Background: an optimization exercise with open tools, aiming at a short achievable clock period and few clock cycles. Do not read the settings as production practice. Function was checked by simulation only, so behaviour that the tests miss may differ from the original. Power is estimated from default activity; no workload was simulated.

===== flow/config.mk =====
export PLATFORM = sky130hd
export DESIGN_NAME = mnpk01
export DESIGN_NICKNAME = mnpk01
export VERILOG_FILES = /design/flow/design.v
export SDC_FILE = /design/flow/constraint.sdc
export NUM_CORES = 4
export LEC_CHECK = 0
export ABC_CLOCK_PERIOD_IN_PS = 2500
export CAP_MARGIN = 20
export CORE_MARGIN = 2
export CORE_UTILIZATION = 40
export SLEW_MARGIN = 20
export TNS_END_PERCENT = 100

===== flow/constraint.sdc =====
create_clock -name core_clock -period 9.0 [get_ports {clk}]
set_input_delay 1.8000 -clock core_clock [delete_from_list [all_inputs] [get_ports {clk}]]
set_output_delay 1.8000 -clock core_clock [all_outputs]
set_load 0.01 [all_outputs]

===== flow/design.v =====
module mnpk01 (
    input         clk,
    input         rst,
    output [15:0] rom_addr,
    input  [7:0]  rom_data,
    output [15:0] ram_addr,
    output [7:0]  ram_wdata,
    output        ram_we,
    input  [7:0]  ram_rdata,
    output        halted
);
    localparam OP = 2'd0, B1 = 2'd1, B2 = 2'd2, B3 = 2'd3;
    reg [15:0] pc;
    reg [1:0]  st;
    reg        hlt;
    reg        fz, fc, fn;
    reg [3:0]  jop;
    reg        d_mvi, d_mov, d_mvib, d_load, d_store, d_jmp, d_alu;
    reg [7:0]  b1, b2, q;
    reg [31:0] sela, selb;           
    wire op_multi = ((rom_data >= 8'h01) && (rom_data <= 8'h0B)) ||
                    ((rom_data[7:4] == 4'h1) && (rom_data[3:0] <= 4'hD));
    wire op_halt  = (rom_data == 8'hFF);
    reg jcond;
    always @(*) begin
        case (jop)
            4'h6:    jcond = 1'b1;
            4'h7:    jcond = fz;
            4'h8:    jcond = ~fz;
            4'h9:    jcond = fc;
            4'hA:    jcond = ~fc;
            4'hB:    jcond = fn;
            default: jcond = 1'b0;
        endcase
    end
    wire [31:0] rom_sel = 32'd1 << rom_data[4:0];
    reg        x_valid;
    reg        w_valid, w_alu, w_both;
    reg [31:0] w_we;
    reg [7:0]  w_a, w_b, w_hi;
    reg        w_cin;
    reg        w_sum, w_and, w_or, w_xor, w_not, w_shl, w_shr, w_rol, w_pass;
    reg        w_zf, w_c_co, w_c_nco, w_cmp, w_c7, w_c0;
    reg [31:0] r_we;
    reg [7:0]  r_lo, r_hi;
    reg [15:0] ram_addr_r;
    reg [7:0]  ram_wdata_r;
    reg        ram_we_r;
    reg        halted_r;
    wire flags_busy = w_valid & w_alu;    
    wire skip  = (st == B1) & d_jmp & ~flags_busy & ~jcond;
    wire take  = (st == B2) & d_jmp & jcond;
    wire last3 = (st == B2) & (d_mvi | d_mov | d_alu);
    wire last4 = (st == B3);
    wire disp  = ~hlt & (last3 | last4);
    always @(posedge clk or posedge rst) begin
        if (rst) begin
            pc  <= 16'h0000;
            st  <= OP;
            hlt <= 1'b0;
        end else begin
            if (take)
                pc <= {rom_data, b1};
            else if (skip)
                pc <= pc + 16'd2;
            else
                pc <= pc + 16'd1;
            case (st)
                OP: begin
                    if (op_halt)
                        hlt <= 1'b1;
                    st <= op_multi ? B1 : OP;
                end
                B1:      st <= skip ? OP : B2;
                B2:      st <= (d_mvib | d_load | d_store) ? B3 : OP;
                default: st <= OP;
            endcase
        end
    end
    always @(posedge clk) begin
        q    <= rom_data;
        selb <= rom_sel;
        if (st == OP) begin
            jop     <= rom_data[3:0];
            d_mvi   <= (rom_data == 8'h01);
            d_mov   <= (rom_data == 8'h02);
            d_mvib  <= (rom_data == 8'h03);
            d_load  <= (rom_data == 8'h04);
            d_store <= (rom_data == 8'h05);
            d_jmp   <= (rom_data >= 8'h06) && (rom_data <= 8'h0B);
            d_alu   <= (rom_data[7:4] == 4'h1) && (rom_data[3:0] <= 4'hD);
        end
        if (st == B1) begin
            b1   <= rom_data;
            sela <= rom_sel;
        end
        if (st == B2)
            b2 <= rom_data;
    end
    reg [7:0]  rf [0:31];             
    reg [31:0] rv;                    
    reg [7:0] qa, qb;
    integer i;
    always @(*) begin
        qa = 8'h00;
        qb = 8'h00;
        for (i = 0; i < 32; i = i + 1) begin
            qa = qa | ({8{sela[i] & rv[i]}} & rf[i]);
            qb = qb | ({8{selb[i] & rv[i]}} & rf[i]);
        end
    end
    always @(posedge clk) begin
        for (i = 0; i < 32; i = i + 1)
            if (r_we[i])
                rf[i] <= (i < 16) ? r_lo : r_hi;
    end
    wire [3:0] aop = jop;
    wire x_wr = x_valid & (d_mvi | d_mov | d_mvib | d_load | d_alu);
    wire [31:0] x_we = d_mvib ? {sela[15:0] | sela[31:16], sela[15:0] | sela[31:16]} : sela;
    wire [8:0] sum = {1'b0, w_a} + {1'b0, w_b} + {8'd0, w_cin};
    wire       zero = (sum[7:0] == 8'h00);
    wire [7:0] res = ({8{w_sum}}  & sum[7:0])
                   | ({8{w_and}}  & (w_a & w_b))
                   | ({8{w_or}}   & (w_a | w_b))
                   | ({8{w_xor}}  & (w_a ^ w_b))
                   | ({8{w_not}}  & ~w_a)
                   | ({8{w_shl}}  & {w_a[6:0], 1'b0})
                   | ({8{w_shr}}  & {1'b0, w_a[7:1]})
                   | ({8{w_rol}}  & {w_a[6:0], w_a[7]})
                   | ({8{w_pass}} & w_a);
    always @(posedge clk or posedge rst) begin
        if (rst) begin
            x_valid  <= 1'b0;
            w_valid  <= 1'b0;
            w_alu    <= 1'b0;
            w_we     <= 32'h0;
            r_we     <= 32'h0;
            rv       <= 32'h0;
            ram_we_r <= 1'b0;
            fz <= 1'b0; fc <= 1'b0; fn <= 1'b0;
            halted_r <= 1'b0;
        end else begin
            x_valid  <= disp;
            w_valid  <= x_wr;
            w_alu    <= x_valid & d_alu;
            w_we     <= x_wr ? x_we : 32'h0;
            ram_we_r <= x_valid & d_store;
            r_we     <= w_we;
            if (w_valid & w_alu) begin
                fz <= w_zf & zero;
                fc <= (w_c_co & sum[8]) | (w_c_nco & ~sum[8]) |
                      (w_cmp & sum[8] & ~zero) | (w_c7 & w_a[7]) | (w_c0 & w_a[0]);
                fn <= w_cmp & ~sum[8];
            end
            rv <= rv | r_we;
            if (hlt | ((st == OP) & op_halt & ~(x_valid & d_store)))
                halted_r <= 1'b1;
        end
    end
    always @(posedge clk) begin
        if (last4 & d_load)
            ram_addr_r <= {rom_data, b2};
        if (x_valid & d_store) begin
            ram_addr_r  <= {b2, b1};
            ram_wdata_r <= qb;
        end
        w_both <= d_mvib;
        w_hi   <= q;
        if (d_alu)
            w_a <= qa;
        else if (d_mvi)
            w_a <= q;
        else if (d_mvib)
            w_a <= b2;
        else if (d_load)
            w_a <= ram_rdata;
        else
            w_a <= qb;
        case (aop)
            4'h1, 4'hB: w_b <= ~qb;      
            4'h2:       w_b <= 8'h00;    
            4'h3:       w_b <= 8'hFF;    
            default:    w_b <= qb;
        endcase
        w_cin   <= (aop == 4'h1) | (aop == 4'h2) | (aop == 4'hB);
        w_sum   <= d_alu & (aop <= 4'h3);
        w_and   <= d_alu & (aop == 4'h4);
        w_or    <= d_alu & (aop == 4'h5);
        w_xor   <= d_alu & (aop == 4'h6);
        w_not   <= d_alu & (aop == 4'h7);
        w_shl   <= d_alu & (aop == 4'h8);
        w_shr   <= d_alu & (aop == 4'h9);
        w_rol   <= d_alu & (aop == 4'hA);
        w_pass  <= ~d_alu | (aop == 4'hB) | (aop == 4'hC);
        w_zf    <= (aop == 4'h0) | (aop == 4'h1) | (aop == 4'h3) | (aop == 4'hB);
        w_c_co  <= (aop == 4'h0) | (aop == 4'h2);
        w_c_nco <= (aop == 4'h1) | (aop == 4'h3);
        w_cmp   <= (aop == 4'hB);
        w_c7    <= (aop == 4'h8) | (aop == 4'hA);
        w_c0    <= (aop == 4'h9);
        r_lo <= res;
        r_hi <= w_both ? w_hi : res;
    end
    assign rom_addr  = pc;
    assign ram_addr  = ram_addr_r;
    assign ram_wdata = ram_wdata_r;
    assign ram_we    = ram_we_r;
    assign halted    = halted_r;
endmodule

===== flow/flow/run.sh =====
#!/bin/bash
# The standard layout (the standard.sh: standard synthesis, ORFS
# floorplan to finish), with the timing repair aiming well past the clock
# period: repair_timing's setup margin makes it keep improving the paths
# after the 9 ns constraint is met.
set -euo pipefail
bash standard.sh SETUP_SLACK_MARGIN=6.4 finish > standard.log 2>&1

===== flow/standard.sh =====
#!/bin/bash
# synth_recipe.tcl (not shown) runs the flow's synth.tcl, then flattens the netlist and writes it again
# the make line also repeats each setting of config.mk as NAME=value (left out here)
make -C /OpenROAD-flow-scripts/flow DESIGN_CONFIG=/design/flow/config.mk WORK_HOME=/design/flow/orfs CLKGATE_MAP_FILE= SYNTH_SCRIPT=/design/flow/synth_recipe.tcl "${@:-finish}"

==> results of run 1 <==
==> worst register-to-register path, delay by kind of cell, from the launching register on <==
kind / cells / cell delay (ps)
DFF: 1 / 680
and+or+nand+nor: 3 / 1190
AOI/OAI and AO/OA: 3 / 620
==> synth_stat cells, types with 28 or more instances <==
master,number,area [sq um]
a21oi_1,66,330.3
a22oi_1,91,683.2
a31oi_1,28,175.2
a32oi_1,78,683.2
and2_1,48,300.3
and3_1,53,331.6
clkbuf_1,97,364.1
dfrtp_1,123,3078
dfxtp_1,97,1942
edfxtp_1,339,10180
inv_1,32,120.1
nand2_1,56,210.2
nand3_1,48,240.2
nand4_1,51,319.1
nor2_1,106,397.9
or2_2,36,225.2
==> stage by stage <==
step | hold WS, ps | power, mW | area [sq um]
detailed placement | 334.7 | 4.470 | 23460
global placement | 331.4 | 4.458 | 23460
floorplan | 331.1 | 3.934 | 22300
global route | 349.1 | 7.237 | 25720
CTS | 341.2 | 6.941 | 25490
finish | 338.1 | 7.015 | 25720
==> final timing paths <==
check	start	endpoint	slack [ps]	cells after the start
setup / recovery	pc[13]	rom_addr[13]	5950	1
hold / removal	w_we[20]	r_we[20]	340	0
setup reg to reg	rv[7]	w_a[0]	6390	6
hold reg to reg	w_we[20]	r_we[20]	340	0
max in group asynchronous	rst	rv[4]	6560	4
min in group asynchronous	rst	pc[10]	1650	3
==> layer usage <==
metal  up-vias  track usage
met5         -            0
met3       364      0.08655
met4         2       0.1989
met2      1230       0.4651
li1       6551            -
met1      8421       0.4314
==> cell families after synthesis <==
group	count (synthesis)
adder cells (fa/ha/maj)	20
buffers and inverters	152
multiplexers	45
AND/OR/NAND/NOR	469
flip-flops	559
AO/OA/AOI/OAI	403
XOR/XNOR	15
==> flip-flops by register name, summed over array words and instances (netlist names), 16 cells and up <==
name        flops
pc             16
selb           32
rv             32
ram_addr_r     16
sela           32
rf            256
w_we           32
r_we           32
==> area by class of cell <==
| cell class | count | area, sq um | area share |
|---|---|---|---|
| sequential | 559 | 15230 | 0.5919 |
| multi-input combinational | 954 | 6654 | 0.2587 |
| clock buffer | 79 | 1602 | 0.06226 |
| tap | 748 | 935.9 | 0.03638 |
| timing repair buffer | 110 | 844.6 | 0.03283 |
| clock inverter | 28 | 329.1 | 0.01279 |
| inverter | 33 | 127.6 | 0.004961 |
| antenna | 2 | 5.005 | 0.0001946 |
==> repair_timing <==
action | CTS | global route
endpoints found under the setup margin | 211 | 139
setup buffers | 19 | 11
resized for setup | 239 | 43
gates cloned | 1 | 1
pin swaps | 2 | 4
==> power groups by stage <==
stage               Clock (mW)  Sequential [mW]  Combinational (mW)
CTS                       2.45             3.52               0.971
floorplan                    0             3.32               0.618
global placement             0             3.60               0.859
global route              2.56             3.54                1.14
finish                    2.44             3.52                1.05
detailed placement           0             3.60               0.874
==> impl_metrics.yaml, run 1 <==
global_route:
  antenna_found_initial: 2
  grt_pass1_wl_um: 126500
  grt_max_degree: 68
  grt_pass1_vias: 15970
  grt_usage: 0.3221
  grt-ovfl-total: 0
layout:
  instances_no_fill: 2513
  drive_gt1_frac: 0.1906
  nFillCells: 4840
  nets: 1753
  syn_to_final_growth_pct: 15.78
  fin_util: 0.4678
  final_common_cell: "edfxtp_1"
  layout_common_cells: "339 x edfxtp_1, 105 x dfrtp_1, 100 x nor2_1"
sta:
  fin_crit_sh: 0.3384
  finalSetupViolations: 0
  slew_viol_final: 0
  fin_skew_ps: 41.14
  fmax_mhz: 328.3
  slew_headroom: 0.2678
  min_period_ps: 3046
  tightestPinTransition_ps: 1098
  fin_ws_ps: 5954
  rsz0062_at_grt: "true"
  fin_tns_setup_ps: 0
  hold_viol: 0
power:
  ir_drop_v: 0.0001785
  p_leak_nw: 9.496
  swShare: 0.2993
  intPower_mw: 4.916
  power.clock.fraction: 0.348
  powerDensity_nw_per_um2: 272.7
  pwr-share-comb: 0.150
  p_switching_mw: 2.099
  seqPwrFrac: 0.502
critical_path:
  worstPathMaxFanout: 3
  crit_type: "flop to output port"
  arrival_ps: 1250
  worst_path_largest_cell_delay_ps: 420
  start_kind: "flop"
  critical_path.top_delay_family: "flip-flops"
  slowest_stage: "dfrtp_1"
  critPathBufInv: 1
  cp_cell_sequence: "buf_2"
  crit_required_ps: 7200
  end_kind: "output port"
place:
  port_buffers: 59
  numPlacedInstances: 2371
  hpwl_um: 62610
  routabilityCongestion: 1.001
  post-place-ws_ps: 5120
synthesis:
  synth-compound-area-share: 0.1360
  synth_edf_count: 339
  ys_ff_latch: 559
  ys.flop_type: "edfxtp_1"
  syn-instance-count: 1663
  synth_top_family_by_area: "compound AO/OA/AOI/OAI gates"
  synthArstFlopShare: 0.2200
  synthAdderAreaFrac: 0.01194
  synth_mux_area_frac: 0.02179
  ys_types: 68
  yosysWarnings: 2
  ys_seq_area_frac: 0.6841
  synth-simple-area-share: 0.1131
  synthesis.nets: 1701
  synthXorXnorAreaFrac: 0.005913
  syn_area_sq_um: 22220
  syn_area_per_cell_sq_um: 13.36
clocking:
  path_clk_slew_ps: 70
  clock_latency_ps: 650
  cts_sinks: 559
  root_buffer: "clkbuf_16"
  cts-hold-fix-buffers: 0
  cts-htree-levels: 2
  numCtsBuffers: 57
  cts_buffer_depth: 3
  cts_tree: "built"
detailed_routing:
  drt-met1-wl_um: 35760
  highest_layer: "met5"
  first_iter_violations: 2422
  wl_per_cell_um: 36.91
  routed-wl-met2_um: 39140
  drc_errors: 0
  final_antenna_net_count: 0
  dr_wl_met3_um: 10910
  first_pass_iters: 9
  vias: 16570
  wl_um: 92750
  vias_per_cell: 6.593
die:
  fp.dieW_um: 239.7
  core_area_sq_um: 54990
  die_y_um: 239.7
  rows: 86
  die_area_sq_um: 57450
  start_util: 0.4041
  io_pins: 60
worst_hold_path:
  hold_path.class: "flop to flop"
flow_run:
  maxCapViolCount: 0
run_status:
  status: "complete, no violations"
Testbench counts, summed over its fixed seeds: cycles 47,411.
==> run 2, diff against run 1 <==
--- a/flow/design.v
+++ b/flow/design.v
@@ -22,17 +22,4 @@
                     ((rom_data[7:4] == 4'h1) && (rom_data[3:0] <= 4'hD));
     wire op_halt  = (rom_data == 8'hFF);
-    reg jcond;
-    always @(*) begin
-        case (jop)
-            4'h6:    jcond = 1'b1;
-            4'h7:    jcond = fz;
-            4'h8:    jcond = ~fz;
-            4'h9:    jcond = fc;
-            4'hA:    jcond = ~fc;
-            4'hB:    jcond = fn;
-            default: jcond = 1'b0;
-        endcase
-    end
-    wire [31:0] rom_sel = 32'd1 << rom_data[4:0];
     reg        x_valid;
     reg        w_valid, w_alu, w_both;
@@ -48,7 +35,33 @@
     reg        ram_we_r;
     reg        halted_r;
-    wire flags_busy = w_valid & w_alu;    
-    wire skip  = (st == B1) & d_jmp & ~flags_busy & ~jcond;
-    wire take  = (st == B2) & d_jmp & jcond;
+    wire [8:0] sum = {1'b0, w_a} + {1'b0, w_b} + {8'd0, w_cin};
+    wire       w_fl   = w_valid & w_alu;
+    wire       zero_f = ((w_a ^ w_b) == {w_a[6:0] | w_b[6:0], w_cin});
+    wire       nz = w_fl ? (w_zf & zero_f) : fz;
+    wire       nc = w_fl ? ((w_c_co & sum[8]) | (w_c_nco & ~sum[8]) |
+                            (w_cmp & sum[8] & ~zero_f) | (w_c7 & w_a[7]) | (w_c0 & w_a[0]))
+                         : fc;
+    wire       nn = w_fl ? (w_cmp & ~sum[8]) : fn;
+    function jc;
+        input [3:0] o;
+        input z, c, n;
+        case (o)
+            4'h6:    jc = 1'b1;
+            4'h7:    jc = z;
+            4'h8:    jc = ~z;
+            4'h9:    jc = c;
+            4'hA:    jc = ~c;
+            4'hB:    jc = n;
+            default: jc = 1'b0;
+        endcase
+    endfunction
+    wire jcondf = jc(jop, nz, nc, nn);           
+    wire op_cj  = (rom_data[7:4] == 4'h0) && (rom_data[3:0] >= 4'h7) && (rom_data[3:0] <= 4'hB);
+    wire op_nt  = op_cj & ~jc(rom_data[3:0], fz, fc, fn) & ~(x_valid & d_alu) & ~w_fl;
+    wire [31:0] rom_sel = 32'd1 << rom_data[4:0];
+    wire skip0 = (st == OP) & op_nt;
+    wire skip  = (st == B1) & d_jmp & ~jcondf;
+    reg  take_r;                       
+    wire take  = take_r;
     wire last3 = (st == B2) & (d_mvi | d_mov | d_alu);
     wire last4 = (st == B3);
@@ -58,8 +71,12 @@
             pc  <= 16'h0000;
             st  <= OP;
+            take_r <= 1'b0;
             hlt <= 1'b0;
         end else begin
+            take_r <= (st == B1) & d_jmp & jcondf;
             if (take)
                 pc <= {rom_data, b1};
+            else if (skip0)
+                pc <= pc + 16'd3;
             else if (skip)
                 pc <= pc + 16'd2;
@@ -70,5 +87,5 @@
                     if (op_halt)
                         hlt <= 1'b1;
-                    st <= op_multi ? B1 : OP;
+                    st <= (op_multi & ~op_nt) ? B1 : OP;
                 end
                 B1:      st <= skip ? OP : B2;
@@ -118,6 +135,4 @@
     wire x_wr = x_valid & (d_mvi | d_mov | d_mvib | d_load | d_alu);
     wire [31:0] x_we = d_mvib ? {sela[15:0] | sela[31:16], sela[15:0] | sela[31:16]} : sela;
-    wire [8:0] sum = {1'b0, w_a} + {1'b0, w_b} + {8'd0, w_cin};
-    wire       zero = (sum[7:0] == 8'h00);
     wire [7:0] res = ({8{w_sum}}  & sum[7:0])
                    | ({8{w_and}}  & (w_a & w_b))
@@ -148,21 +163,15 @@
             r_we     <= w_we;
             if (w_valid & w_alu) begin
-                fz <= w_zf & zero;
-                fc <= (w_c_co & sum[8]) | (w_c_nco & ~sum[8]) |
-                      (w_cmp & sum[8] & ~zero) | (w_c7 & w_a[7]) | (w_c0 & w_a[0]);
-                fn <= w_cmp & ~sum[8];
+                fz <= w_zf & zero_f;
+                fc <= nc;
+                fn <= nn;
             end
             rv <= rv | r_we;
-            if (hlt | ((st == OP) & op_halt & ~(x_valid & d_store)))
-                halted_r <= 1'b1;
+            halted_r <= hlt | ((st == OP) & op_halt & ~(x_valid & d_store));
         end
     end
     always @(posedge clk) begin
-        if (last4 & d_load)
-            ram_addr_r <= {rom_data, b2};
-        if (x_valid & d_store) begin
-            ram_addr_r  <= {b2, b1};
-            ram_wdata_r <= qb;
-        end
+        ram_addr_r  <= (last4 & d_load) ? {rom_data, b2} : {b2, b1};
+        ram_wdata_r <= qb;
         w_both <= d_mvib;
         w_hi   <= q;
==> impl_metrics.yaml, run 2 <==
die:
  core_area_sq_um: 55310
  die_area_sq_um: 57980
  fp.dieW_um: 240.8
  die_y_um: 240.8
  rows: 86
  io_pins: 60
  start_util: 0.4055
synthesis:
  synth_common_cells: "315 x edfxtp_1, 271 x nand3_1, 127 x clkbuf_1"
  yosys.cell_count.top_type: "edfxtp_1"
  synthTopCellsByArea: "edfxtp_1 42%, dfrtp_1 14%, dfxtp_1 11%"
  ys_types: 70
  syn_area_per_cell_sq_um: 12.36
  netlist.area_leader.share: 0.4218
  syn_area_sq_um: 22430
  yosys.area.top_type: "edfxtp_1"
  syn-instance-count: 1815
  synth_edf_count: 315
  synthArstFlopShare: 0.2214
  synthesis.nets: 1855
  ys_seq_area_frac: 0.6682
  ys_ff_latch: 560
  ys.flop_type: "edfxtp_1"
  yosysWarnings: 2
place:
  port_buffers: 59
  post_dp_cell_area_sq_um: 23880
  hpwl_um: 72540
  numPlacedInstances: 2529
  post-place-ws_ps: 3219
  routabilityCongestion: 0.9934
global_route:
  grt_max_degree: 74
  grt_usage: 0.3645
  antenna_found_initial: 3
  grt-ovfl-total: 0
  grt_pass1_vias: 17000
  grt_pass1_wl_um: 141800
clocking:
  clock_latency_ps: 670
  root_buffer: "clkbuf_16"
  cts_sinks: 560
  numCtsBuffers: 60
  cts-htree-levels: 2
  path_clk_slew_ps: 60
  cts_tree: "built"
  cts_buffer_depth: 3
  cts-hold-fix-buffers: 0
layout:
  nets: 1953
  drive_gt1_frac: 0.2545
  regMostFlops: "rf"
  instances_no_fill: 2714
  final_area_sq_um: 27250
  nFillCells: 4902
  syn_to_final_growth_pct: 21.52
  final_common_cell: "edfxtp_1"
  fin_util: 0.4928
  largest_register_ffs: 256
  layout_common_cells: "315 x edfxtp_1, 266 x nand3_1, 97 x dfrtp_1, 97 x dfxtp_1, 93 x buf_4"
worst_hold_path:
  min_to: "r_we[10]"
  min_from: "w_we[10]"
  hold_depth: 0
  hold_path.class: "flop to flop"
flow_run:
  maxCapViolCount: 0
critical_path:
  arrival_ps: 4040
  start_kind: "input port"
  end_kind: "flop"
  timing.rr.end: "pc[3]"
  r2r_start: "w_a[0]"
  cp-startpoint: "rom_data[2]"
  ff2ff_path_depth: 12
  crit_required_ps: 9580
  crit_type: "input port to flop"
  worstPathMaxFanout: 12
  reg2reg_slack_ps: 5720
power:
  total_power_mw: 7.307
  p_leak_nw: 10.08
  powerDensity_nw_per_um2: 268.1
  ir_drop_v: 0.0002138
sta:
  hold_viol: 0
  rsz0062_at_grt: "true"
  fin_tns_setup_ps: 0
  min_period_ps: 3460
  fin_worst_hold_slack_ps: 337.8
  fin_ws_ps: 5540
  slew_headroom: 0.2648
  slew_viol_final: 0
  fin_crit_sh: 0.3845
  fin_skew_ps: 49.09
  fmax_mhz: 289.0
  finalSetupViolations: 0
  tightestPinTransition_ps: 1101
detailed_routing:
  vias: 17820
  drc_errors: 0
  wl_per_cell_um: 39.09
  final_antenna_net_count: 0
  first_pass_iters: 8
  vias_per_cell: 6.565
  wl_um: 106100
  first_iter_violations: 2761
run_status:
  status: "complete, no violations"
run 2: cells by family (layout without fill, tap and decap cells):
| kind of cell | count (synthesis) | after routing | synth area share |
|---|---|---|---|
| buf+inv | 179 | 328 | 0.03085 |
| other cells | 0 | 1 | 0 |
| mux | 46 | 46 | 0.02237 |
| simple gates | 694 | 695 | 0.1627 |
| compound gates | 302 | 302 | 0.09825 |
| fa+ha+maj | 22 | 22 | 0.01294 |
| xor+xnor | 12 | 12 | 0.004686 |
| flops | 560 | 560 | 0.6682 |
run 2: cell type report:
| type | instances | area (sq um) | share of cell area |
|---|---|---|---|
| clock buffer | 85 | 1710 | 0.06276 |
| timing repair buffer | 173 | 1580 | 0.05798 |
| antenna | 1 | 2.502 | 0.00009182 |
| clock inverter | 29 | 309.0 | 0.01134 |
| tap | 748 | 935.9 | 0.03434 |
| inverter | 41 | 157.7 | 0.005785 |
| sequential | 560 | 15060 | 0.5526 |
| multi-input combinational | 1077 | 7497 | 0.2751 |
run 2: report_power, final:
group / internal [mW] / switching [mW]
registers: 3.08 / 0.407
logic: 0.564 / 0.734
clock network: 1.43 / 1.10
run 2: critical path, cell delays in order:
cell and delay (ps):
buf_16 110, nand2b_4 130, o22ai_2 70, a2111o_1 480
nor4_4 270, a21oi_2 140, or3b_4 430, or4_1 410
a31oi_1 190
run 2: worst max-delay path by stage:
stage | end | cells past startpoint
final | pc[7] | 9
after global placement | pc[11] | 9
after global routing | pc[7] | 10
after floorplan | pc[7] | 10
after CTS | pc[7] | 9
after detailed placement | pc[7] | 9
run 2: timing repair:
action                                  CTS  global route
buffers inserted                         34            33
endpoints found under the setup margin  222            86
resized for setup                       382            87
pin swaps                                35            37
cloned                                    1             2
run 2: per-layer routing:
metal | share of wire | wire (um) | GRT usage | vias to the layer above
met1 | 0.40 | 42180 | 0.5003 | 9104
met3 | 0.10 | 11140 | 0.08796 | 337
met5 | 0 | 0 | 0 | -
met2 | 0.43 | 45680 | 0.5277 | 1286
met4 | 0.067 | 7090 | 0.2110 | 0
li1 | - | - | - | 7091
Testbench counts of run 2, summed over its fixed seeds: cycles 46,571.

==> afterwards: timing with drivers on the ports <==
How much do the figures lean on ideal ports? The routed layouts below were timed once more, with nothing changed but the port constraints.
Step 1 (the two cells are an assumption about what drives the block):
set clk [get_ports {clk}]
set_driving_cell -lib_cell sky130_fd_sc_hd__clkbuf_16 $clk
set_driving_cell -lib_cell sky130_fd_sc_hd__buf_2 [delete_from_list [all_inputs] $clk]
Step 2 moves the port delays by t, midway between the first and last clock arrival at a register: inputs arrive t later, outputs are due t later. That takes back most of the time a late clock gives input paths.
Slacks: ideal ports / drivers / drivers and shift; pairs: ideal ports / drivers.
run	t (ns)	setup WS [ns]	clock arrival spread, ns	worst slew at a driven data input, ns
run 1	0.692	5.954 / 5.898 / 5.860	0.048 / 0.048	0.05
run 2	0.701	5.540 / 5.509 / 4.808	0.050 / 0.050	0.08
After both steps every run listed still meets setup and hold. For run 2, which loses most, drivers alone change the setup slack by -0.031 ns; drivers and shift together by -0.732 ns.
